Background: an optimization exercise with open tools, aiming at small area and a short achievable clock period. Do not read the settings as production practice. Function was checked by simulation only, so behaviour that the tests miss may differ from the original. Power is estimated from default activity; no workload was simulated.

[flow/flow/run.sh]
#!/bin/bash
# Standard layout (the standard.sh: standard synthesis, floorplan, power grid,
# placement, CTS, routing) with these changes:
#  - port buffers are buf_1 cells instead of the default delay buffer;
#  - timing repair aims for setup slack of SETUP_MARGIN ns at the design's
#    clock period, so the repair steps work on the paths that set the achieved
#    period (the constraints themselves are unchanged);
#  - clock tree: clustered sinks, clkbuf_8 sink buffers, no dummy loads.
set -euo pipefail
SETUP_MARGIN=${SETUP_MARGIN:-8.45}
CTS="-sink_clustering_enable -repair_clock_nets -sink_clustering_size 20 -sink_clustering_max_diameter 50"
CTS="$CTS -dont_use_dummy_load -root_buf sky130_fd_sc_hd__clkbuf_16 -sink_clustering_buffer sky130_fd_sc_hd__clkbuf_8"
CTS="$CTS -buf_list {sky130_fd_sc_hd__clkbuf_8 sky130_fd_sc_hd__clkbuf_16}"
bash standard.sh "SETUP_SLACK_MARGIN=${SETUP_MARGIN}" \
  "BUFFER_PORTS_ARGS=-buffer_cell sky130_fd_sc_hd__buf_1" \
  "CTS_ARGS=${CTS}" \
  finish > make_finish.log 2>&1
[flow/standard.sh]
#!/bin/bash
# synth_recipe.tcl (not shown) runs the flow's synth.tcl, then flattens the netlist and writes it again
# the make line also repeats each setting of config.mk as NAME=value (left out here)
make -C /OpenROAD-flow-scripts/flow DESIGN_CONFIG=/design/flow/config.mk WORK_HOME=/design/flow/orfs CLKGATE_MAP_FILE= SYNTH_SCRIPT=/design/flow/synth_recipe.tcl "${@:-finish}"
[flow/config.mk]
export PLATFORM = sky130hd
export DESIGN_NAME = rvs192_core
export DESIGN_NICKNAME = rvs192_core
export VERILOG_FILES = /design/flow/design.v
export SDC_FILE = /design/flow/constraint.sdc
export NUM_CORES = 4
export LEC_CHECK = 0
export ABC_AREA = 1
export CAP_MARGIN = 20
export CORE_MARGIN = 2
export CORE_UTILIZATION = 70
export PLACE_DENSITY = 0.8
export SLEW_MARGIN = 20
[flow/constraint.sdc]
create_clock -name core_clock -period 12.0 [get_ports {clk}]
set_input_delay 2.4000 -clock core_clock [delete_from_list [all_inputs] [get_ports {clk}]]
set_output_delay 2.4000 -clock core_clock [all_outputs]
set_load 0.01 [all_outputs]
[flow/design.v]
package	RVS192_user_parameters;
	parameter	ICACHE_LINE = 128;				 
	parameter	ICACHE_WAY = 2;
	parameter	DCACHE_LINE = 32;				 
	parameter	DCACHE_WAY = 4;
	parameter 	DCACHE_WB_DEPTH = 10;
	parameter	L2_CACHE_LINE = 64;
	parameter 	L2_CACHE_WAY = 8;
	parameter 	L2_CACHE_WB_DEPTH = 16;
	parameter	GSHARE_GPT_INDEX = 5;
	parameter 	LOCAL_LPT_INDEX = 5;
	parameter 	LOCAL_LHT_INDEX = 5;
	parameter 	BTB_INDEX = 3;
	parameter 	BTB_TAG_LENGTH = 30-BTB_INDEX;
endpackage
package	RVS192_package;
	parameter	CACHE_BLOCK_SIZE = 64;
	parameter	GSHARE_HISTORY_LENGTH = 5;
	parameter 	LOCAL_HISTORY_LENGTH = 5;
	parameter 	PC_LENGTH = 32;
	parameter 	INST_LENGTH = 32;	
	parameter	DATA_LENGTH = 32;
	parameter 	CONTROL_LENGTH = 21;
	parameter 	CONTROL_ADDR_LENGTH = 9;
	parameter 	BYTE_OFFSET = 2;
	parameter	WORD_OFFSET = $clog2(CACHE_BLOCK_SIZE/4);
	parameter	MEM_LINE = 2**11;		 
	parameter 	REGISTER_FILE_DEPTH = 32;
endpackage
import RVS192_package::*;
	typedef	enum logic [3:0]	{
		ADD = 4'b0000,
		SUB = 4'b0001,
		LUI = 4'b0010,
		SLL = 4'b0100,
		SRL = 4'b0101,
		SRA = 4'b0110,
		OR = 4'b1000,
		AND = 4'b1001,
		XOR = 4'b1010,
		USC = 4'b1100,
		SC = 4'b1101	
	}	alu_op_type;
	typedef enum logic [1:0]	{
		EQUAL = 2'b00,
		N_EQUAL = 2'b01,
		LT = 2'b10,
		GE = 2'b11
	}	branch_kind_type;
	typedef enum logic [2:0]	{
		B = 3'b000,
		H = 3'b001,
		W = 3'b010,
		BU = 3'b011,
		HU = 3'b100
	}	mem_type;
	typedef enum logic [4:0]	{
		LUI_TYPE = 5'b01101,
		AUIPC_TYPE = 5'b00101,
		JAL_TYPE = 5'b11011,
		JALR_TYPE = 5'b11001,
		B_TYPE = 5'b11000,
		L_TYPE = 5'b00000,
		S_TYPE = 5'b01000,
		I_TYPE = 5'b00100,
		R_TYPE = 5'b01100
	}	op_type;
	typedef struct packed	{
		logic 	[6:0]		imm_op;
		logic 	[4:0]		s2_reg;		
		logic 	[4:0]		s1_reg;
		logic 	[2:0]		op3;
		logic 	[4:0]		des_reg;
		op_type				op5;
		logic 	[1:0]		redundant;
	}	i_extract_type;
	typedef struct packed	{
		logic										wb_sel;
		logic										reg_wen;
	}	control_type_wb;
	typedef struct packed	{
		logic 										cpu_write;
		logic 										cpu_read;	
		mem_type									mem_gen;
		control_type_wb								control_wb;
	}	control_type_mem;
	typedef struct packed	{
		alu_op_type									alu_op;
		logic 										jal;
		logic 										jalr;
		logic 										alu_in1_sel;
		logic 										alu_in2_sel;
		logic 										branch_capture;
		branch_kind_type							branch_kind;
		logic 	[DATA_LENGTH-1:0]					imm_dec;
		control_type_mem							control_mem;
	}	control_type_ex;
		typedef struct packed	{
			logic	[1:0]								GBP_predict;
			logic 	[1:0] 								LBP_predict;
			logic	[1:0]								CPT_predict;
			logic 	[GSHARE_HISTORY_LENGTH-1:0]			GBHR;
			logic 	[LOCAL_HISTORY_LENGTH-1:0]			LBHR;
			logic 										branch_take;
			logic 	[PC_LENGTH-1:0]						target;		 
		}	br_check_type;
		typedef struct packed	{
			logic	[1:0]								GBP_predict_update;
			logic 	[1:0] 								LBP_predict_update;
			logic 	[1:0]								CPT_predict_update;
			logic 	[GSHARE_HISTORY_LENGTH-1:0]			GBHR_old;
			logic 	[LOCAL_HISTORY_LENGTH-1:0]			LBHR_old;	
			logic 										update;
			logic 										wrong;
			logic 										actual;			
		}	br_update_type;
	typedef	struct packed	{
		logic 										update;
		logic 	[INST_LENGTH-1:0]					w1_update;
		logic 	[INST_LENGTH-1:0]					w2_update;
		logic	[ $clog2(CACHE_BLOCK_SIZE/4)-2:0]	addr_update;
	}	cache_update_type;
	typedef struct packed	{
		logic	[PC_LENGTH-1:0]		pc;
		br_check_type 				br_check;
		logic 	[INST_LENGTH-1:0]	inst;
	}	pp_fetch_dec_type;
	typedef struct packed	{
		logic	[PC_LENGTH-1:0]		pc;
		br_check_type 				br_check;	
		logic 	[4:0]				rs1;
		logic 	[4:0]				rs2;	
		logic 	[4:0]				rd;
		logic 	[DATA_LENGTH-1:0]	rs1_out;
		logic 	[DATA_LENGTH-1:0]	rs2_out;
		control_type_ex				control_signals;		
	}	pp_dec_ex_type;
	typedef	struct packed	{
		logic	[4:0]				rd;
		logic 	[DATA_LENGTH-1:0]	alu_out;
		logic 	[DATA_LENGTH-1:0]	rs2_out_fix;
		control_type_mem			control_signals;
	}	pp_ex_mem_type;
	typedef struct packed	{
		logic 	[4:0]				rd;
		logic 	[DATA_LENGTH-1:0]	alu_out;
		logic 	[DATA_LENGTH-1:0]	mem_out;
		control_type_wb				control_signals;
	}	pp_mem_wb_type;
module 	rvs192_core
(
	input 					clk,
							rst_n,
	output	logic	[31:0]	imem_addr,
	input 			[31:0]	imem_rdata,
	input 					imem_stall,
	output	logic	[31:0]	dmem_addr,
							dmem_wdata,
	output	logic	[2:0]	dmem_size,
	output	logic			dmem_read,
							dmem_write,
	input 			[31:0]	dmem_rdata,
	input 					dmem_stall
);
	localparam	[1:0]	S_F = 2'd0, S_E1 = 2'd1, S_M = 2'd2, S_E2 = 2'd3;
	logic	[4:0]	cnt;
	logic	[1:0]	st;
	logic	[31:2]	ir;
	logic	[31:0]	pc, A, D;
	logic			ok, cX, cY, eqf, cond, sgn, rd_f, wr_f;
	logic	[4:0]	shamt;
	logic	[2:0]	sz;
	logic	k0, k31, k2;
	always_ff @(posedge clk or negedge rst_n)
	begin
		if(!rst_n)
		begin
			k0 <= 1'b1;
			{k31, k2} <= '0;
		end
		else
		begin
			k0 <= (cnt == 5'd31);
			k31 <= (cnt == 5'd30);
			k2 <= (cnt == 5'd1);
		end
	end
	wire	k7 = (cnt == 5'd7);
	wire	k15 = (cnt == 5'd15);
	wire	ge5 = (cnt >= 5'd5);
	wire	ge8 = cnt[4] || cnt[3];
	wire	ge16 = cnt[4];
	wire	inF = (st == S_F);
	wire	inE1 = (st == S_E1);
	wire	inM = (st == S_M);
	wire	inE2 = (st == S_E2);
	wire	[4:0]	op = ir[6:2];
	wire	[2:0]	f3 = ir[14:12];
	wire	isLUI = (op == 5'b01101);
	wire	isAUIPC = (op == 5'b00101);
	wire	isJAL = (op == 5'b11011);
	wire	isJALR = (op == 5'b11001);
	wire	isBR = (op == 5'b11000);
	wire	isLD = (op == 5'b00000);
	wire	isST = (op == 5'b01000);
	wire	isOPI = (op == 5'b00100);
	wire	isOP = (op == 5'b01100);
	wire	isALU = isOP || isOPI;
	wire	isSLT = isALU && (f3[2:1] == 2'b01);
	wire	isSLL = isALU && (f3 == 3'b001);
	wire	isCMP = isBR || isSLT;
	wire	imm32 = (ir[31:20] == 12'h020);		 
	logic	[31:0]	imm;
	always_comb begin
		if(isST)
			imm = {{20{ir[31]}}, ir[31:25], ir[11:7]};
		else if(isBR)
			imm = {{20{ir[31]}}, ir[7], ir[30:25], ir[11:8], 1'b0};
		else if(isLUI || isAUIPC)
			imm = {ir[31:12], 12'b0};
		else if(isJAL)
			imm = {{12{ir[31]}}, ir[19:12], ir[20], ir[30:21], 1'b0};
		else
			imm = {{20{ir[31]}}, ir[31:20]};
	end
	logic	immb;
	always_ff @(posedge clk)
		immb <= imm[cnt + 5'd1];
	logic	[31:0]	q1;
	logic			wbit, rf_we, wbit_d, we_d, rs1b, rs2b;
	assign	q1[0] = 1'b0;
	genvar g;
	generate
		for(g = 1; g < 32; g++)
		begin: rf
			logic	[31:0]	r;
			always_ff @(posedge clk)
				r <= {r[0], (we_d && (ir[11:7] == g)) ? wbit_d : r[31], r[30:1]};
			assign	q1[g] = r[1];
		end
	endgenerate
	always_ff @(posedge clk)
	begin
		rs1b <= q1[ir[19:15]];
		rs2b <= q1[ir[24:20]];
		wbit_d <= wbit;
		we_d <= rf_we;
	end
	wire	abit = (isJAL || isAUIPC) ? pc[0] : rs1b;
	wire	bsrc = (isOP || isBR) ? rs2b : immb;
	wire	bx = bsrc ^ isCMP;
	wire	xcin = k0 ? isCMP : cX;
	wire	xs = abit ^ bx ^ xcin;
	wire	xc = (abit & bx) | (abit & xcin) | (bx & xcin);
	wire	eq_all = eqf && (abit == bsrc);
	wire	lt_u = !xc;
	wire	lt_s = !((!abit & bsrc) | (!abit & xcin) | (bsrc & xcin));
	logic	cmpres;
	always_comb begin
		if(isBR)
			case(f3)
			3'b001:	cmpres = !eq_all;
			3'b100:	cmpres = lt_s;
			3'b101:	cmpres = !lt_s;
			default: cmpres = eq_all;
			endcase
		else if(!f3[0])
			cmpres = lt_s;
		else
			cmpres = (abit && bsrc) ? (!lt_u && !eq_all) : lt_u;
	end
	wire	yb = (inE2 && cond) ? immb : k2;
	wire	ycin = k0 ? 1'b0 : cY;
	wire	ys = pc[0] ^ yb ^ ycin;
	wire	yc = (pc[0] & yb) | (pc[0] & ycin) | (yb & ycin);
	logic	alub;
	always_comb begin
		case(f3)
		3'b100:	alub = abit ^ bsrc;
		3'b110:	alub = abit | bsrc;
		3'b111:	alub = abit & bsrc;
		3'b101:	alub = (isOPI && imm32) ? 1'b0 : xs;
		default: alub = xs;
		endcase
	end
	wire	lim8 = (f3[1:0] == 2'b00) && (isLD || !f3[2]);
	wire	lim16 = (f3[1:0] == 2'b01) && (isLD || !f3[2]);
	wire	sgnd = !(isLD && f3[2]);
	wire	ebit = isLD ? D[0] : rs2b;
	wire	hi = (lim8 && ge8) || (lim16 && ge16);
	wire	extb = hi ? (sgnd && sgn) : ebit;
	logic	pb;
	wire	shiftnow = (shamt != 5'd0);
	wire	sllb = shiftnow ? (!k0 && pb) : D[0];
	always_comb begin
		rf_we = 1'b0;
		wbit = 1'b0;
		if(inE1)
		begin
			rf_we = isLUI || isAUIPC || isJAL || isJALR || (isALU && !isSLT && !isSLL);
			if(isLUI)
				wbit = immb;
			else if(isAUIPC)
				wbit = xs;
			else if(isJAL || isJALR)
				wbit = ys;
			else
				wbit = alub;
		end
		else if(inE2)
		begin
			rf_we = isLD || isSLT || isSLL;
			if(isLD)
				wbit = extb;
			else if(isSLT)
				wbit = k0 && cond;
			else
				wbit = !cond && sllb;
		end
	end
	wire	mdone = k0 ? !dmem_stall : ok;
	wire	mem_next = (inE1 && (isLD || isST)) || (inM && !mdone);
	always_ff @(posedge clk or negedge rst_n)
	begin
		if(!rst_n)
		begin
			cnt <= 5'd0;
			st <= S_F;
			rd_f <= 1'b0;
			wr_f <= 1'b0;
		end
		else
		begin
			cnt <= cnt + 5'd1;
			if(k31)
			begin
				rd_f <= mem_next && isLD;
				wr_f <= mem_next && isST;
				case(st)
				S_F:	st <= ok ? S_E1 : S_F;
				S_E1:	st <= (isLD || isST) ? S_M : ((isBR || isSLT || isSLL) ? S_E2 : S_F);
				S_M:	st <= ok ? (isLD ? S_E2 : S_F) : S_M;
				default: st <= (isSLL && !cond && (shamt > 5'd1)) ? S_E2 : S_F;
				endcase
			end
			else if(k0)
			begin
				rd_f <= 1'b0;
				wr_f <= 1'b0;
			end
		end
	end
	always_ff @(posedge clk)
	begin
		if(k0)
			ok <= inF ? !imem_stall : !dmem_stall;
		if(inF && k0)
			ir <= imem_rdata[31:2];
		cX <= xc;
		cY <= yc;
		eqf <= (k0 || eqf) && (abit == bsrc);
		if(inE1 && isSLL)
			cond <= (!k0 && cond) || (ge5 && bsrc);
		else if(inE1 && k31)
			cond <= cmpres;
		if(inE1 && isSLL && !ge5)
			shamt <= {bsrc, shamt[4:1]};
		else if(inE2 && isSLL && k31)
			shamt <= shamt - 5'd1;
		pb <= D[0];
		if((lim8 && k7) || (lim16 && k15))
			sgn <= ebit;
		if(inM && k0 && isLD)
			D <= {dmem_rdata[0], dmem_rdata[31:1]};
		else
			D <= {inE1 ? (isST ? extb : rs1b) : ((inE2 && isSLL) ? sllb : D[0]), D[31:1]};
		if(f3 == 3'b000)
			sz <= 3'd0;
		else if(f3 == 3'b001)
			sz <= 3'd1;
		else if(isLD && f3 == 3'b100)
			sz <= 3'd3;
		else if(isLD && f3 == 3'b101)
			sz <= 3'd4;
		else
			sz <= 3'd2;
	end
	logic	pcn, an;
	always_comb begin
		pcn = inF ? A[0] : pc[0];
		an = A[0];
		if(inE1)
		begin
			pcn = (isJAL || isJALR) ? xs : (isBR ? pc[0] : ys);
			an = (isLD || isST || isJAL || isJALR) ? xs : ys;
		end
		else if(inM)
			an = mdone ? pc[0] : A[0];
		else if(inE2 && isBR)
		begin
			pcn = ys;
			an = ys;
		end
	end
	always_ff @(posedge clk)
	begin
		if(!rst_n)
			A <= 32'h0000_0ffc;
		else
			A <= {an, A[31:1]};
	end
	always_ff @(posedge clk)
		pc <= {pcn, pc[31:1]};
	assign	imem_addr = A;
	assign	dmem_addr = A;
	assign	dmem_wdata = D;
	assign	dmem_size = sz;
	assign	dmem_read = rd_f;
	assign	dmem_write = wr_f;
endmodule
==> results.tsv, run 1 <==
stage	metric	value	unit
setup_path	worst reg2reg path depth	14	
sta	max-slew violations	0	
cells_and_area	layout cells sized above 1	6.29	%
sta	Least-Margin Pin Slew	0.864	ns
synth	area fraction in compound gates after synthesis	3.48	%
synth	mux contribution to synthesized area	0.0734	%
cells_and_area	area delta synth->final	7.39	%
global_route	vias in the first global route	13600	
clock_tree	CTS Sinks	1150	
clock_tree	CTS tree	yes	
outcome	outcome	timing/DRC/antenna clean	
cells_and_area	Nets	2214	
clock_tree	clock tree buffer depth	3	
clock_tree	setup repair bufs after CTS	0	
sta	Slew headroom	42.3	%
min_path	min-delay worst type	reg -> reg	
synth	Post-Synthesis Cells	1952	
detailed_routing	via count	13100	
detailed_routing	Pre-Repair DR Iteration Count	5	
power_and_ir_drop	Leak Pwr	0.0120	uW
min_path	Hold Crit Depth	0	
floorplanning	Ports	169	
setup_path	worst path required time	9.60	ns
placement	Routability Congestion	0.887	
setup_path	R2R setup slack	9.00	ns
placement	DP HPWL	30700	um
floorplanning	die footprint	40600	sq um
detailed_routing	antenna viol nets, final	0	
synth	simple-gate share of the synthesized area	6.95	%
cells_and_area	Final Non-Filler Cells	2653	
flow_run	Max Cap Viol	0	
sta	Setup TNS	0	ns
clock_tree	TritonCTS buffer count	69	
sta	Fmax	284	MHz
setup_path	Worst EP arrival	1.12	ns
clock_tree	Skew-Pair Late Insertion Delay	0.59	ns
synth	syn_nets	2032	
placement	Inst Count DP	2581	
min_path	Hold EP	rf[11].r[26]	
floorplanning	die height	201	um
power_and_ir_drop	power per cell area	188	nW/um^2
synth	post-synthesis cell type count	45	
setup_path	Slowest cell on crit path	dfxtp_1	
floorplanning	Die X	201	um
setup_path	crit-path max FO	3	
setup_path	CP top delay family	flip-flops	
floorplanning	Core Box Area	38600	sq um
floorplanning	Cell Rows	72	
sta	final hold viol count	0	
global_route	initial antenna violation count	2	
synth	Post-synth EDFFs	38	
setup_path	Crit Path Category	reg -> out	
min_path	Worst Hold Launch	rf[11].r[27]	
detailed_routing	initial drt markers	895	
detailed_routing	DRC viols	0	
synth	Seq/Total Area, Yosys	86.0	%
synth	Post-Synth XOR/XNOR Area	0.128	%
sta	unrepaired setup endpoints after global routing	yes	
synth	Synth Area per Inst	14.0	sq um
setup_path	crit path buf inv count	1	
detailed_routing	WL/cell	18.1	um
global_route	largest net degree at the start of global routing	35	
setup_path	Worst path max stage delay	0.39	ns
synth	largest family of logic cells by synthesized area	simple AND/OR/NAND/NOR gates	
setup_path	Reg2Reg Capture Point	immb	
detailed_routing	routed vias/inst	4.94	
synth	adder-cell share of the synthesized area	0.605	%
placement	Port Buffers	166	
sta	Tcrit/Tclk final	29.3	%
setup_path	CP startpoint kind	flip-flop	
sta	Clock Skew	0.0543	ns
synth	async set or reset register ratio after synthesis	1.04	%
global_route	first-pass GRT wire length	75300	um
synth	Synth Register Bits	1150	
global_route	GRT Total Usage	24.4	%
sta	Tmin final	3.52	ns
synth	top_reg_cell synth	dfxtp_1	
setup_path	CP Cell Sequence	clkbuf_2	
synth	Post-Syn Area	27300	sq um
detailed_routing	Post-Route WL	48000	um
global_route	Remaining Overflow, GRT	0	
sta	Finish-stage setup viols	0	
synth	synth warn	1	
clock_tree	H-tree depth	3	
floorplanning	Initial Utilization	70.8	%
setup_path	reg2reg start	cnt[0]	
setup_path	Worst Setup End Kind	primary output	
clock_tree	Clk pin slew, worst setup/hold paths	0.11	ns
clock_tree	Root Buffer	clkbuf_16	
power_and_ir_drop	Peak supply drop	0.192	mV
## routing by layer
metal | vias to the layer above | share of wire (%) | GRT usage (%)
li1 | 6422 | - | -
met5 | - | 0 | 0
met3 | 92 | 4.3 | 3.63
met1 | 6225 | 44 | 32.5
met4 | 0 | 3.1 | 8.88
met2 | 366 | 49 | 41.2
## metrics by stage
step                power [uW]  setup WS [ns]  hold slack, ns  cell area [sq um]  util [%]
finish                    5500           8.48           0.300              29300      76.0
CTS                       5540           8.45           0.300              29300      75.9
floorplan                 3940           8.66           0.310              27300         -
global placement          3950           8.55           0.310              28200      73.2
detailed placement        3950           8.49           0.312              28200      73.2
global route              5670           8.44           0.291              29300      76.0
## report_power, final
part,total [uW],internal (uW),switching (uW)
combinational,19.9,7.72,12.2
clock,1640,592,1050
sequential,3840,3840,2.79
total,5500,4440,1060
## synth_stat cells (10+ instances only)
cell         n  share of area (%)
nand3_1     47               0.86
o21ai_0     88                1.6
clkbuf_1    15               0.21
edfxtp_1    38                4.2
or2_2       12               0.28
dfrtp_1     11                1.0
nor2_1      88                1.2
a21oi_1     38               0.70
inv_1       95                1.3
buf_4       35               0.96
nand2_1    278                3.8
dfxtp_1   1100                 81
o211ai_1    12               0.33
ha_1        10               0.46
## state kept, by name, indices dropped and copies added, names as in the netlist, 2 cells and up
name / count
D: 32
A: 32
st: 2
ir: 30
cnt: 5
pc: 32
shamt: 5
sz: 3
rf.r: 992
## final cells by class
| type | instances | area [sq um] |
|---|---|---|
| tap | 518 | 648 |
| fill | 2171 | 9250 |
| clock buffer | 69 | 1050 |
| inverter | 101 | 379 |
| antenna | 3 | 7.51 |
| sequential | 1150 | 23500 |
| multi-input combinational | 643 | 3070 |
| timing repair buffer | 169 | 673 |
## what timing repair did
item / 4_1_cts / 5_1_grt
gates resized for setup: 5 / 28
gates cloned: 0 / 0
hold buffers: 0 / 0
setup endpoints to repair: 9 / 27
## layout by cell type (no fill, tap or decap), types with 11 or more instances in the layout
| master | instances |
|---|---|
| o21ai_0 | 88 |
| clkbuf_2 | 22 |
| dfxtp_1 | 1090 |
| edfxtp_1 | 38 |
| buf_1 | 144 |
| nor2_1 | 88 |
| o211ai_1 | 12 |
| a21oi_1 | 38 |
| or2_2 | 12 |
| inv_1 | 95 |
| dfrtp_1 | 11 |
| nand2_1 | 278 |
| clkbuf_8 | 60 |
| nand3_1 | 47 |
## cells by family (layout without fill, tap and decap cells)
family / count (synthesis) / after routing
xor gates and xnor gates: 4 / 4
adders and majority gates: 12 / 12
buffers and inverters: 159 / 339
AOI/OAI and AO/OA: 169 / 169
DFF: 1150 / 1150
muxes: 2 / 2
other: 0 / 3
and+or+nand+nor: 456 / 456
## worst max-delay path by stage
stage / start / cells after the start / slack [ns] / to
2_1_floorplan: k0 / 2 / 8.66 / ir[10]
3_3_place_gp: rst_n / 4 / 8.55 / A[7]
3_5_place_dp: rst_n / 4 / 8.49 / A[6]
4_1_cts: A[28] / 1 / 8.45 / dmem_addr[28]
5_1_grt: A[31] / 1 / 8.44 / imem_addr[31]
6_report: A[18] / 1 / 8.48 / imem_addr[18]
==> run 2, diff against run 1 <==
--- a/flow/config.mk
+++ b/flow/config.mk
@@ -7,3 +7,2 @@
 export LEC_CHECK = 0
-export ABC_AREA = 1
 export CAP_MARGIN = 20
@@ -11,2 +10,4 @@
 export CORE_UTILIZATION = 70
+export CTS_CLUSTER_DIAMETER = 60
+export CTS_CLUSTER_SIZE = 25
 export PLACE_DENSITY = 0.8
==> results.tsv, run 2 <==
stage	metric	value	unit
sta	Setup TNS	0	ns
placement	Inst Count DP	2269	
power_and_ir_drop	Pint	4460	uW
cells_and_area	Top reg by flops	rf.r	
min_path	min-delay worst type	reg -> reg	
detailed_routing	routed vias/inst	4.97	
setup_path	crit-path max FO	3	
setup_path	Slowest cell on crit path	dfxtp_1	
synth	Post-synth top cells	dfxtp_1, mux2_2, nand2_1	
sta	Clock Skew	0.0600	ns
cells_and_area	Final Non-Filler Cells	2341	
synth	async set or reset register ratio after synthesis	1.04	%
cells_and_area	Nets	1904	
setup_path	Crit Path Category	reg -> out	
clock_tree	H-tree depth	3	
setup_path	crit path buf inv count	1	
cells_and_area	leading cell type in the layout, fill and taps excluded	dfxtp_1	
detailed_routing	DRC viols	0	
sta	max-slew violations	0	
floorplanning	die footprint	40600	sq um
clock_tree	Root Buffer	clkbuf_16	
clock_tree	Clk pin slew, worst setup/hold paths	0.11	ns
power_and_ir_drop	combinational share of power	0.5	%
synth	syn_nets	1729	
detailed_routing	via count	11600	
clock_tree	CTS tree	yes	
outcome	outcome	timing/DRC/antenna clean	
synth	post-synthesis cell type count	73	
setup_path	worst path required time	9.60	ns
synth	Post-Syn Area	27300	sq um
power_and_ir_drop	Clock Power Share	29.5	%
floorplanning	Initial Utilization	70.8	%
detailed_routing	Pre-Repair DR Iteration Count	5	
global_route	first-pass GRT wire length	64900	um
placement	DP HPWL	27000	um
synth	Post-Synthesis Cells	1649	
global_route	vias in the first global route	11900	
synth	Seq/Total Area, Yosys	85.9	%
clock_tree	CTS Sinks	1150	
clock_tree	CTS Hold Bufs	0	
global_route	GRT Total Usage	21.0	%
detailed_routing	WL/cell	17.9	um
power_and_ir_drop	Net Switching	1050	uW
detailed_routing	initial drt markers	579	
detailed_routing	antenna viol nets, final	0	
floorplanning	Core Box Area	38600	sq um
synth	top cell type's share of synthesized area	80.7	%
synth	synth warn	1	
synth	top cell type by total area after synthesis	dfxtp_1	
floorplanning	Die X	201	um
synth	top cells by area, synth	dfxtp_1, edfxtp_1, mux2_2	
synth	top_reg_cell synth	dfxtp_1	
power_and_ir_drop	Peak supply drop	0.142	mV
global_route	Remaining Overflow, GRT	0	
sta	Finish-stage setup viols	0	
detailed_routing	Post-Route WL	41800	um
flow_run	Max Cap Viol	0	
placement	Port Buffers	166	
sta	Tmin final	3.51	ns
placement	Routability Congestion	0.830	
setup_path	CP Cell Sequence	clkbuf_2	
cells_and_area	most frequent cells in the layout	dfxtp_1, buf_1, mux2_2	
sta	Least-Margin Pin Slew	1.10	ns
power_and_ir_drop	power per cell area	188	nW/um^2
synth	Post-synth EDFFs	38	
setup_path	CP top delay family	flip-flops	
synth	top-count cell post-synth	dfxtp_1	
global_route	largest net degree at the start of global routing	45	
global_route	initial antenna violation count	2	
synth	Synth Area per Inst	16.6	sq um
power_and_ir_drop	Seq pwr share	70.0	%
floorplanning	die height	201	um
cells_and_area	layout cells sized above 1	11.9	%
sta	unrepaired setup endpoints after global routing	yes	
sta	Slew headroom	26.5	%
power_and_ir_drop	Leak Pwr	0.0116	uW
setup_path	Worst path max stage delay	0.38	ns
setup_path	Worst Setup End Kind	primary output	
setup_path	Worst EP arrival	1.11	ns
clock_tree	Skew-Pair Late Insertion Delay	0.59	ns
cells_and_area	area delta synth->final	7.41	%
sta	final hold viol count	0	
clock_tree	TritonCTS buffer count	70	
power_and_ir_drop	Sw Ratio	19.0	%
floorplanning	Cell Rows	72	
sta	Tcrit/Tclk final	29.3	%
clock_tree	clock tree buffer depth	3	
floorplanning	Ports	169	
sta	Fmax	285	MHz
cells_and_area	max reg flops	992	
setup_path	CP startpoint kind	flip-flop	
synth	Synth Register Bits	1150	
-- run 2: cell types whose count changed in the layout (fill, tap and decap cells not counted), moves of 15 or more --
cell	before	now
nand3_1	47	19
a21oi_1	38	23
mux2_2	0	67
nand2_1	278	43
o21ai_0	88	15
mux4_2	0	21
nand2b_1	0	17
inv_1	95	19
and2_1	0	22
nor2_1	88	42
-- run 2: through the flow --
stage / hold slack (ns) / instance area (sq um) / utilization [%] / setup WS, ns / power, uW
after floorplan: 0.310 / 27300 / - / 8.59 / 3950
after global placement: 0.310 / 28200 / 73.1 / 8.68 / 3970
after detailed placement: 0.312 / 28200 / 73.1 / 8.75 / 3970
after CTS: 0.271 / 29300 / 76.0 / 8.43 / 5560
after global routing: 0.285 / 29300 / 76.1 / 8.43 / 5690
final: 0.281 / 29300 / 76.1 / 8.49 / 5500
-- run 2: cells by family after synthesis --
kind of cell             share of synthesized area [%]
adder cells (fa/ha/maj)                          0.605
buffers and inverters                             1.76
AO/OA/AOI/OAI                                     2.08
XOR/XNOR                                         0.192
flip-flops                                        85.9
AND/OR/NAND/NOR                                   4.11
multiplexers                                      5.31
-- run 2: worst paths after layout --
| kind | depth (start not counted) | start | end | slack, ns |
|---|---|---|---|---|
| min in group asynchronous | 2 | rst_n | cnt[2] | 1.85 |
| max | 1 | A[25] | imem_addr[25] | 8.49 |
| max in group asynchronous | 2 | rst_n | k0 | 9.76 |
| max reg2reg | 10 | ir[2] | cond | 8.88 |
| min reg2reg | 0 | rf[20].r[0] | rf[20].r[31] | 0.28 |
| min | 0 | rf[20].r[0] | rf[20].r[31] | 0.28 |
-- run 2: cell type report --
class                   count  area, sq um
fillers                  2129         9230
clock buffers              70         1060
flip-flops and latches   1150        23500
repair buffers            170          692
diodes                      1         2.50
well taps                 518          648
inverters                  20         75.1
multi-input cells         412         3360
-- run 2: per-layer routing --
layer | track usage [%] | routed length (um) | vias up
met4 | 7.83 | 1050 | 0
met5 | 0 | 0 | -
met3 | 3.77 | 2060 | 82
li1 | - | - | 5667
met2 | 35.0 | 19900 | 335
met1 | 28.0 | 18800 | 5541
-- run 2: what timing repair did --
item,in CTS,in global routing
resized for setup,18,26
setup endpoints to repair,21,28
pin swaps,0,0
buffers inserted,0,1
-- run 2: worst register-to-register path, stage by stage (launching register included) --
cell,delay [ns]
edfxtp_1,0.66
nor2_2,0.28
nand3_1,0.17
mux2i_4,0.36
inv_2,0.10
ha_1,0.34
nand2_1,0.10
or3_1,0.31
a21oi_1,0.14
mux2i_1,0.10
a32o_1,0.28
-- run 2: power groups by stage --
stage,clock (uW),sequential [uW],combinational (uW)
floorplan,0,3940,9.81
global placement,0,3940,26.7
detailed placement,0,3940,27.3
CTS,1680,3850,27.8
global route,1810,3850,31.1
finish,1620,3850,28.2
==> run 3, diff against run 2 <==
--- a/flow/flow/run.sh
+++ b/flow/flow/run.sh
@@ -9,3 +9,3 @@
 set -euo pipefail
-SETUP_MARGIN=${SETUP_MARGIN:-8.45}
+SETUP_MARGIN=${SETUP_MARGIN:-8.52}
 CTS="-sink_clustering_enable -repair_clock_nets -sink_clustering_size 20 -sink_clustering_max_diameter 50"
@@ -15,3 +15,3 @@
   "BUFFER_PORTS_ARGS=-buffer_cell sky130_fd_sc_hd__buf_1" \
-  "CTS_ARGS=${CTS}" \
+  "CTS_ARGS=${CTS}" "SETUP_MOVE_SEQUENCE=sizeup,swap" \
   finish > make_finish.log 2>&1
==> results.tsv, run 3 <==
stage	metric	value	unit
synth	Post-Syn Area	27300	sq um
power_and_ir_drop	power per cell area	185	nW/um^2
global_route	vias in the first global route	12100	
synth	post-synthesis cell type count	73	
cells_and_area	leading cell type in the layout, fill and taps excluded	dfxtp_1	
clock_tree	CTS tree	yes	
synth	top cell type's share of synthesized area	80.7	%
setup_path	Slowest cell on crit path	dfxtp_4	
setup_path	Worst EP arrival	1.11	ns
detailed_routing	WL/cell	19.0	um
setup_path	crit-path max FO	4	
cells_and_area	max reg flops	992	
synth	async set or reset register ratio after synthesis	1.04	%
floorplanning	Core Box Area	38600	sq um
clock_tree	H-tree depth	3	
global_route	largest net degree at the start of global routing	45	
setup_path	worst path required time	9.60	ns
floorplanning	Ports	169	
setup_path	CP Cell Sequence	buf_6	
clock_tree	clock tree buffer depth	3	
detailed_routing	Post-Route WL	44400	um
sta	Slew headroom	27.7	%
placement	Routability Congestion	0.830	
sta	Least-Margin Pin Slew	1.08	ns
detailed_routing	Pre-Repair DR Iteration Count	5	
synth	top cells by area, synth	dfxtp_1, edfxtp_1, mux2_2	
clock_tree	Root Buffer	clkbuf_16	
sta	Setup TNS	0	ns
sta	max-slew violations	0	
setup_path	crit path buf inv count	1	
synth	Post-synth EDFFs	38	
synth	top-count cell post-synth	dfxtp_1	
sta	unrepaired setup endpoints after global routing	yes	
sta	Tcrit/Tclk final	29.3	%
placement	Post-Place Worst Slack	8.75	ns
sta	Clock Skew	0.0632	ns
global_route	first-pass GRT wire length	67100	um
floorplanning	Die X	201	um
global_route	Remaining Overflow, GRT	0	
sta	setup ws final	8.49	ns
placement	DP HPWL	27000	um
cells_and_area	Top reg by flops	rf.r	
clock_tree	CTS Hold Bufs	0	
detailed_routing	routed vias/inst	5.02	
cells_and_area	Nets	1903	
power_and_ir_drop	Peak supply drop	0.142	mV
setup_path	CP top delay family	flip-flops	
outcome	outcome	timing/DRC/antenna clean	
synth	Synth Register Bits	1150	
setup_path	Crit Path Category	reg -> out	
sta	Fmax	285	MHz
min_path	min-delay worst type	reg -> reg	
placement	Port Buffers	166	
synth	Post-synth top cells	dfxtp_1, mux2_2, nand2_1	
sta	final hold viol count	0	
cells_and_area	layout cells sized above 1	17.3	%
setup_path	CP startpoint kind	flip-flop	
clock_tree	Skew-Pair Late Insertion Delay	0.59	ns
flow_run	Max Cap Viol	0	
clock_tree	CTS Sinks	1150	
clock_tree	setup repair bufs after CTS	0	
power_and_ir_drop	Leak Pwr	0.0119	uW
setup_path	Worst path max stage delay	0.41	ns
synth	synth warn	1	
synth	top_reg_cell synth	dfxtp_1	
synth	Post-Synthesis Cells	1649	
cells_and_area	area delta synth->final	9.35	%
setup_path	Worst Setup End Kind	primary output	
clock_tree	TritonCTS buffer count	70	
synth	syn_nets	1729	
synth	top cell type by total area after synthesis	dfxtp_1	
detailed_routing	initial drt markers	556	
global_route	GRT Total Usage	21.8	%
cells_and_area	Filler cells	2024	
sta	Tmin final	3.51	ns
detailed_routing	via count	11800	
floorplanning	Cell Rows	72	
floorplanning	Initial Utilization	70.8	%
synth	Synth Area per Inst	16.6	sq um
cells_and_area	most frequent cells in the layout	dfxtp_1, buf_1, mux2_2	
global_route	initial antenna violation count	2	
floorplanning	die height	201	um
clock_tree	Clk pin slew, worst setup/hold paths	0.11	ns
sta	Finish-stage setup viols	0	
detailed_routing	DRC viols	0	
floorplanning	die footprint	40600	sq um
synth	Seq/Total Area, Yosys	85.9	%
detailed_routing	antenna viol nets, final	0	
run 3: cell counts after synthesis:
No cell type changed its count.
run 3: metal layers:
metal	share of wire, %	wire, um	GRT usage [%]
met1	44	19300	28.2
met2	49	21600	36.9
met3	5.2	2310	4.28
met4	2.5	1120	7.93
met5	0	0	0
run 3: where the power goes:
group | total [uW] | internal, uW | leakage (uW) | switching (uW)
logic | 32.9 | 16.6 | 0.00194 | 16.3
registers | 3850 | 3840 | 0.00938 | 7.38
clock network | 1640 | 599 | 0.000549 | 1040
run 3: area by class of cell:
class | count | area, sq um | area share, %
sequential | 1150 | 23600 | 78.9
multi-input combinational | 412 | 3360 | 11.3
timing repair buffer | 169 | 1130 | 3.80
clock buffer | 70 | 1060 | 3.57
tap | 518 | 648 | 2.17
inverter | 20 | 75.1 | 0.251
antenna | 1 | 2.50 | 0.00838
run 3: worst paths after layout:
| kind | start | end | cells past startpoint | slack (ns) |
|---|---|---|---|---|
| min in group asynchronous | rst_n | cnt[2] | 2 | 1.88 |
| hold / removal | rf[20].r[0] | rf[20].r[31] | 0 | 0.29 |
| max in group asynchronous | rst_n | k0 | 2 | 9.72 |
| hold reg to reg | rf[20].r[0] | rf[20].r[31] | 0 | 0.29 |
| setup / recovery | A[0] | imem_addr[0] | 1 | 8.49 |
| setup reg to reg | ir[6] | cond | 9 | 8.85 |
run 3: logic make-up (layout without fill, tap and decap cells):
kind of cell / count (synthesis) / in the layout / share of synthesized area [%]
buffers and inverters: 87 / 259 / 1.76
AND/OR/NAND/NOR: 203 / 203 / 4.11
adder cells (fa/ha/maj): 12 / 12 / 0.605
AO/OA/AOI/OAI: 86 / 86 / 2.08
other: 0 / 1 / 0
multiplexers: 105 / 105 / 5.31
XOR/XNOR: 6 / 6 / 0.192
flip-flops: 1150 / 1150 / 85.9
run 3: timing repair:
action	CTS	global route
endpoints found under the setup margin	83	86
cloned	0	0
resized for setup	158	63
run 3: stage by stage:
step | total power (uW) | cell area, sq um | hold slack, ns | instances | utilization, %
6_report | 5520 | 29900 | 0.289 | 2340 | 77.4
5_1_grt | 5700 | 29900 | 0.291 | 2339 | 77.4
4_1_cts | 5560 | 29600 | 0.271 | 2339 | 76.9
3_5_place_dp | 3970 | 28200 | 0.312 | 2269 | 73.1
3_3_place_gp | 3970 | 28200 | 0.310 | 2269 | 73.1
2_1_floorplan | 3950 | 27300 | 0.310 | 1649 | -
==> run 4, diff against run 3 <==
--- a/flow/flow/run.sh
+++ b/flow/flow/run.sh
@@ -9,3 +9,3 @@
 set -euo pipefail
-SETUP_MARGIN=${SETUP_MARGIN:-8.52}
+SETUP_MARGIN=${SETUP_MARGIN:-8.6}
 CTS="-sink_clustering_enable -repair_clock_nets -sink_clustering_size 20 -sink_clustering_max_diameter 50"
==> results.tsv, run 4 <==
stage	metric	value	unit
setup_path	Slowest cell on crit path	dfrtp_1	
detailed_routing	initial drt markers	638	
setup_path	CP Cell Sequence	buf_2	
cells_and_area	most frequent cells in the layout	dfxtp_1, buf_6, mux2_2	
synth	top cell type's share of synthesized area	80.7	%
setup_path	CP startpoint kind	flip-flop	
sta	max-slew violations	0	
cells_and_area	Filler cells	2003	
floorplanning	die height	201	um
synth	Post-Synthesis Cells	1649	
synth	synth warn	1	
clock_tree	setup repair bufs after CTS	0	
min_path	min-delay worst type	reg -> reg	
sta	Fmax	283	MHz
cells_and_area	area delta synth->final	10.3	%
synth	top_reg_cell synth	dfxtp_1	
setup_path	crit-path max FO	2	
placement	placed inst area	28200	sq um
sta	unrepaired setup endpoints after global routing	yes	
detailed_routing	routed vias/inst	5.02	
power_and_ir_drop	Net Switching	1060	uW
sta	Tcrit/Tclk final	29.5	%
sta	Setup TNS	0	ns
detailed_routing	DR top layer	met4	
detailed_routing	DRC viols	0	
detailed_routing	met3 WL	2320	um
global_route	largest net degree at the start of global routing	45	
setup_path	Worst path max stage delay	0.41	ns
sta	Slew headroom	28.1	%
cells_and_area	Ant. Diodes	0	
detailed_routing	Post-Route WL	43500	um
global_route	GRT Total Usage	21.6	%
placement	Routability Congestion	0.866	
outcome	outcome	timing/DRC/antenna clean	
detailed_routing	via count	11700	
sta	Clock Skew	0.0775	ns
global_route	first-pass GRT wire length	66800	um
floorplanning	Initial Utilization	70.8	%
setup_path	CP top delay family	flip-flops	
power_and_ir_drop	Peak supply drop	0.158	mV
clock_tree	Clk pin slew, worst setup/hold paths	0.12	ns
detailed_routing	antenna viol nets, final	0	
power_and_ir_drop	Pint	4460	uW
cells_and_area	max reg flops	992	
synth	Seq/Total Area, Yosys	85.9	%
synth	top cells by area, synth	dfxtp_1, edfxtp_1, mux2_2	
sta	final hold viol count	0	
synth	top-count cell post-synth	dfxtp_1	
synth	Post-synth top cells	dfxtp_1, mux2_2, nand2_1	
clock_tree	Root Buffer	clkbuf_16	
detailed_routing	WL/cell	18.6	um
placement	Port Buffers	166	
synth	Post-synth EDFFs	38	
global_route	initial antenna violation count	2	
detailed_routing	Metal-1 WL	19000	um
global_route	vias in the first global route	11900	
synth	syn_nets	1729	
floorplanning	Die X	201	um
cells_and_area	area of the multi-input gates	3370	sq um
power_and_ir_drop	combinational share of power	0.7	%
synth	Post-Syn Area	27300	sq um
setup_path	Crit Path Category	reg -> out	
cells_and_area	leading cell type in the layout, fill and taps excluded	dfxtp_1	
flow_run	Max Cap Viol	0	
floorplanning	Ports	169	
power_and_ir_drop	Seq pwr share	69.7	%
clock_tree	clock tree buffer depth	3	
cells_and_area	fin area	30100	sq um
synth	post-synthesis cell type count	73	
floorplanning	Core Box Area	38600	sq um
clock_tree	H-tree depth	3	
setup_path	crit path buf inv count	1	
setup_path	Worst Setup End Kind	primary output	
clock_tree	CTS Sinks	1150	
synth	Synth Register Bits	1150	
cells_and_area	register area	23600	sq um
floorplanning	Cell Rows	72	
power_and_ir_drop	Leak Pwr	0.0120	uW
sta	Tmin final	3.54	ns
cells_and_area	layout cells sized above 1	18.7	%
power_and_ir_drop	Sw Ratio	19.2	%
cells_and_area	Nets	1903	
floorplanning	die footprint	40600	sq um
clock_tree	Skew-Pair Late Insertion Delay	0.59	ns
detailed_routing	Pre-Repair DR Iteration Count	5	
setup_path	worst path required time	9.60	ns
synth	Synth Area per Inst	16.6	sq um
synth	async set or reset register ratio after synthesis	1.04	%
sta	Least-Margin Pin Slew	1.08	ns
synth	top cell type by total area after synthesis	dfxtp_1	
setup_path	Worst EP arrival	1.14	ns
global_route	Remaining Overflow, GRT	0	
clock_tree	CTS tree	yes	
clock_tree	TritonCTS buffer count	70	
placement	DP HPWL	26300	um
cells_and_area	Top reg by flops	rf.r	
sta	Finish-stage setup viols	0	
power_and_ir_drop	power per cell area	184	nW/um^2
power_and_ir_drop	Clock Power Share	29.6	%
detailed_routing	routed wl met2	21200	um
run 4: cell counts after synthesis:
No cell type changed its count.
run 4: final cells by class:
type / instances / area share, %
Inverter: 20 / 0.249
Tap cell: 518 / 2.15
Sequential cell: 1150 / 78.3
Timing Repair Buffer: 169 / 4.60
Multi-Input combinational cell: 412 / 11.2
Clock buffer: 70 / 3.54
run 4: metal layers:
layer  up-vias  track usage, %
li1       5669               -
met1      5644            28.7
met2       368            36.1
met3        67            3.97
met4         0            7.77
met5         -               0
run 4: cells by family after synthesis:
logic type | count (synthesis) | synth area share, %
AO/OA/AOI/OAI | 86 | 2.08
XOR/XNOR | 6 | 0.192
adder cells (fa/ha/maj) | 12 | 0.605
buffers and inverters | 87 | 1.76
flip-flops | 1150 | 85.9
multiplexers | 105 | 5.31
AND/OR/NAND/NOR | 203 | 4.11
run 4: path summary, 6_finish.rpt:
path                       slack [ns]            to          from  cells after the start
min                              0.30  rf[10].r[20]  rf[10].r[21]                      0
max reg2reg                      8.86          cond         ir[2]                     10
max                              8.46     dmem_read          rd_f                      1
min reg2reg                      0.30  rf[10].r[20]  rf[10].r[21]                      0
min in group asynchronous        1.86          rd_f         rst_n                      2
max in group asynchronous        9.77        cnt[1]         rst_n                      2
run 4: per-stage QoR:
step           utilization [%]  setup WS (ns)  power (uW)  cells  hold WS [ns]
2_1_floorplan                -           8.91        3950   1649         0.310
3_3_place_gp              73.1           8.71        3970   2269         0.310
3_5_place_dp              73.1           8.65        3970   2269         0.312
4_1_cts                   78.1           8.46        5570   2339         0.304
5_1_grt                   78.1           8.43        5710   2339         0.308
6_report                  78.1           8.46        5530   2339         0.301
run 4: power by group through the flow:
stage | combinational, uW | clock, uW | sequential (uW)
finish | 38.4 | 1640 | 3850
global route | 40.6 | 1820 | 3860
CTS | 36.5 | 1680 | 3850
detailed placement | 27.4 | 0 | 3940
global placement | 26.9 | 0 | 3940
floorplan | 9.81 | 0 | 3940
run 4: what timing repair did:
action                     in CTS  in global routing
gates resized for setup       272                  8
hold buffers                    0                  0
setup endpoints to repair     101                101
==> run 5, diff against run 4 <==
--- a/flow/flow/run.sh
+++ b/flow/flow/run.sh
@@ -9,4 +9,4 @@
 set -euo pipefail
-SETUP_MARGIN=${SETUP_MARGIN:-8.6}
-CTS="-sink_clustering_enable -repair_clock_nets -sink_clustering_size 20 -sink_clustering_max_diameter 50"
+SETUP_MARGIN=${SETUP_MARGIN:-8.45}
+CTS="-sink_clustering_enable -repair_clock_nets -sink_clustering_size 22 -sink_clustering_max_diameter 55"
 CTS="$CTS -dont_use_dummy_load -root_buf sky130_fd_sc_hd__clkbuf_16 -sink_clustering_buffer sky130_fd_sc_hd__clkbuf_8"
@@ -15,3 +15,3 @@
   "BUFFER_PORTS_ARGS=-buffer_cell sky130_fd_sc_hd__buf_1" \
-  "CTS_ARGS=${CTS}" "SETUP_MOVE_SEQUENCE=sizeup,swap" \
+  "CTS_ARGS=${CTS}" \
   finish > make_finish.log 2>&1
--- a/flow/config.mk
+++ b/flow/config.mk
@@ -10,4 +10,2 @@
 export CORE_UTILIZATION = 70
-export CTS_CLUSTER_DIAMETER = 60
-export CTS_CLUSTER_SIZE = 25
 export PLACE_DENSITY = 0.8
==> results.tsv, run 5 <==
stage	metric	value	unit
synth	Post-Synthesis Cells	1649	
floorplanning	die height	201	um
synth	Post-synth top cells	dfxtp_1, mux2_2, nand2_1	
sta	Fmax	284	MHz
sta	Least-Margin Pin Slew	1.08	ns
sta	Slew headroom	27.7	%
global_route	initial antenna violation count	2	
detailed_routing	via count	11600	
detailed_routing	Pre-Repair DR Iteration Count	8	
power_and_ir_drop	Sw Ratio	19.1	%
clock_tree	CTS Sinks	1150	
floorplanning	Initial Utilization	70.8	%
synth	Seq/Total Area, Yosys	85.9	%
cells_and_area	register area	23500	sq um
setup_path	worst path required time	9.60	ns
cells_and_area	leading cell type in the layout, fill and taps excluded	dfxtp_1	
sta	max-slew violations	0	
floorplanning	Cell Rows	72	
detailed_routing	routed vias/inst	4.96	
global_route	first-pass GRT wire length	63600	um
setup_path	CP top delay family	flip-flops	
floorplanning	Core Box Area	38600	sq um
clock_tree	Clk pin slew, worst setup/hold paths	0.11	ns
cells_and_area	Top reg by flops	rf.r	
detailed_routing	Post-Route WL	41500	um
power_and_ir_drop	Seq pwr share	71.6	%
clock_tree	CTS Hold Bufs	0	
floorplanning	Ports	169	
global_route	largest net degree at the start of global routing	45	
synth	Post-Syn Area	27300	sq um
setup_path	Worst path max stage delay	0.41	ns
clock_tree	H-tree depth	2	
power_and_ir_drop	power per cell area	184	nW/um^2
setup_path	crit-path max FO	2	
clock_tree	clock tree buffer depth	3	
cells_and_area	Filler cells	2120	
setup_path	Levels on crit path	1	
synth	syn_nets	1729	
power_and_ir_drop	combinational share of power	0.5	%
placement	DP HPWL	27000	um
synth	Post-synth EDFFs	38	
detailed_routing	WL/cell	17.8	um
flow_run	Max Cap Viol	0	
global_route	GRT Total Usage	20.6	%
power_and_ir_drop	Clock Power Share	27.9	%
synth	Synth Register Bits	1150	
placement	Port Buffers	166	
synth	top cell type's share of synthesized area	80.7	%
cells_and_area	max reg flops	992	
setup_path	worst reg2reg path depth	10	
power_and_ir_drop	Peak supply drop	0.148	mV
synth	Synth Area per Inst	16.6	sq um
clock_tree	Skew-Pair Late Insertion Delay	0.58	ns
floorplanning	die footprint	40600	sq um
synth	top_reg_cell synth	dfxtp_1	
clock_tree	TritonCTS buffer count	60	
detailed_routing	initial drt markers	603	
synth	top cells by area, synth	dfxtp_1, edfxtp_1, mux2_2	
outcome	outcome	timing/DRC/antenna clean	
sta	unrepaired setup endpoints after global routing	yes	
global_route	vias in the first global route	11600	
synth	synth warn	1	
sta	Setup TNS	0	ns
floorplanning	Die X	201	um
clock_tree	CTS tree	yes	
synth	post-synthesis cell type count	73	
clock_tree	Root Buffer	clkbuf_16	
detailed_routing	antenna viol nets, final	0	
power_and_ir_drop	Net Switching	1030	uW
cells_and_area	area delta synth->final	7.24	%
setup_path	crit path buf inv count	1	
synth	top cell type by total area after synthesis	dfxtp_1	
setup_path	Crit Path Category	reg -> out	
sta	Clock Skew	0.0529	ns
cells_and_area	most frequent cells in the layout	dfxtp_1, buf_1, mux2_2	
setup_path	Worst Setup End Kind	primary output	
power_and_ir_drop	Tot Pwr	5380	uW
setup_path	Worst EP arrival	1.12	ns
sta	Tmin final	3.52	ns
min_path	Hold Crit Depth	0	
sta	Finish-stage setup viols	0	
power_and_ir_drop	Pint	4350	uW
global_route	Remaining Overflow, GRT	0	
placement	Routability Congestion	0.830	
synth	top-count cell post-synth	dfxtp_1	
synth	async set or reset register ratio after synthesis	1.04	%
setup_path	CP Cell Sequence	buf_2	
detailed_routing	DRC viols	0	
cells_and_area	area of the multi-input gates	3360	sq um
min_path	min-delay worst type	reg -> reg	
cells_and_area	Nets	1897	
cells_and_area	layout cells sized above 1	14.8	%
sta	final hold viol count	0	
power_and_ir_drop	Leak Pwr	0.0116	uW
sta	Tcrit/Tclk final	29.3	%
setup_path	Slowest cell on crit path	dfrtp_1	
setup_path	CP startpoint kind	flip-flop	
run 5: worst paths after layout:
path / slack [ns] / endpoint / start
max: 8.48 / dmem_read / rd_f
min: 0.28 / rf[20].r[10] / rf[20].r[11]
max in group asynchronous: 9.79 / k0 / rst_n
min in group asynchronous: 1.85 / wr_f / rst_n
min reg2reg: 0.28 / rf[20].r[10] / rf[20].r[11]
max reg2reg: 8.95 / cond / ir[2]
run 5: metal layers:
| metal | part of all wire (%) | up-vias | wire length (um) | track usage [%] |
|---|---|---|---|---|
| met4 | 2.5 | 0 | 1050 | 7.25 |
| met5 | 0 | - | 0 | 0 |
| met3 | 5.0 | 69 | 2070 | 3.56 |
| met2 | 47 | 327 | 19600 | 33.9 |
| met1 | 45 | 5537 | 18800 | 27.9 |
| li1 | - | 5656 | - | - |
run 5: cell type report:
class	instances	area share (%)
Tap cell	518	2.21
Sequential cell	1150	80.3
Inverter	20	0.256
Clock buffer	60	3.01
Timing Repair Buffer	173	2.72
Antenna cell	3	0.0256
Multi-Input combinational cell	412	11.5
run 5: cell families (layout without fill, tap and decap cells):
group / count (synthesis) / count (layout) / synth area share (%)
xor+xnor: 6 / 6 / 0.192
fa+ha+maj: 12 / 12 / 0.605
other cells: 0 / 3 / 0
simple gates: 203 / 203 / 4.11
mux: 105 / 105 / 5.31
flops: 1150 / 1150 / 85.9
compound gates: 86 / 86 / 2.08
buf+inv: 87 / 253 / 1.76
run 5: power by group through the flow:
stage	clock network [uW]	registers, uW	logic [uW]
2_1_floorplan	0	3940	9.81
3_3_place_gp	0	3940	26.7
3_5_place_dp	0	3940	27.3
4_1_cts	1540	3850	29.0
5_1_grt	1670	3850	32.3
6_report	1500	3850	29.4
run 5: what timing repair did:
action / in CTS / in global routing
setup buffers: 3 / 1
hold endpoints to repair: 0 / 0
setup endpoints to repair: 46 / 67
resized for setup: 48 / 62
cloned: 0 / 0
pin swaps: 0 / 0
run 5: metrics by stage:
| step | hold slack [ns] | area [sq um] | cells | util, % | worst slack [ns] |
|---|---|---|---|---|---|
| 3_5_place_dp | 0.312 | 28200 | 2269 | 73.1 | 8.75 |
| 2_1_floorplan | 0.310 | 27300 | 1649 | - | 8.59 |
| 3_3_place_gp | 0.310 | 28200 | 2269 | 73.1 | 8.68 |
| 6_report | 0.280 | 29300 | 2336 | 75.9 | 8.48 |
| 5_1_grt | 0.265 | 29300 | 2333 | 75.9 | 8.43 |
| 4_1_cts | 0.277 | 29200 | 2332 | 75.7 | 8.42 |

==> separate check: timing with driven ports <==
In the flow no input, the clock included, has a driving cell. The finished layouts below were timed again as built, in two steps. Step 1 sets driving cells, clkbuf_16 on the clock port and buf_2 on the other inputs (assumed; they add their load-dependent delay and slew). Step 2 moves the port delays by t, midway between the first and last clock arrival at a register: inputs arrive t later, outputs are due t later. That takes back most of the time a late clock gives input paths. Three values: ideal ports, drivers, drivers and shift; two values: the first two.
run	t, ns	setup slack, ns	worst hold slack (ns)	worst setup path after step 2	cell pins on the clock port's net
run 1	0.622	8.480 / 8.421 / 8.483	0.300 / 0.300 / 0.300	input to register	1
run 2	0.611	8.486 / 8.430 / 8.703	0.281 / 0.281 / 0.281	input to register	1
run 3	0.615	8.490 / 8.434 / 8.663	0.289 / 0.289 / 0.289	input to register	1
run 4	0.604	8.463 / 8.410 / 8.539	0.301 / 0.301 / 0.301	input to register	1
run 5	0.622	8.480 / 8.424 / 8.729	0.280 / 0.280 / 0.280	input to register	1
After both steps setup and hold are still met in every run listed.
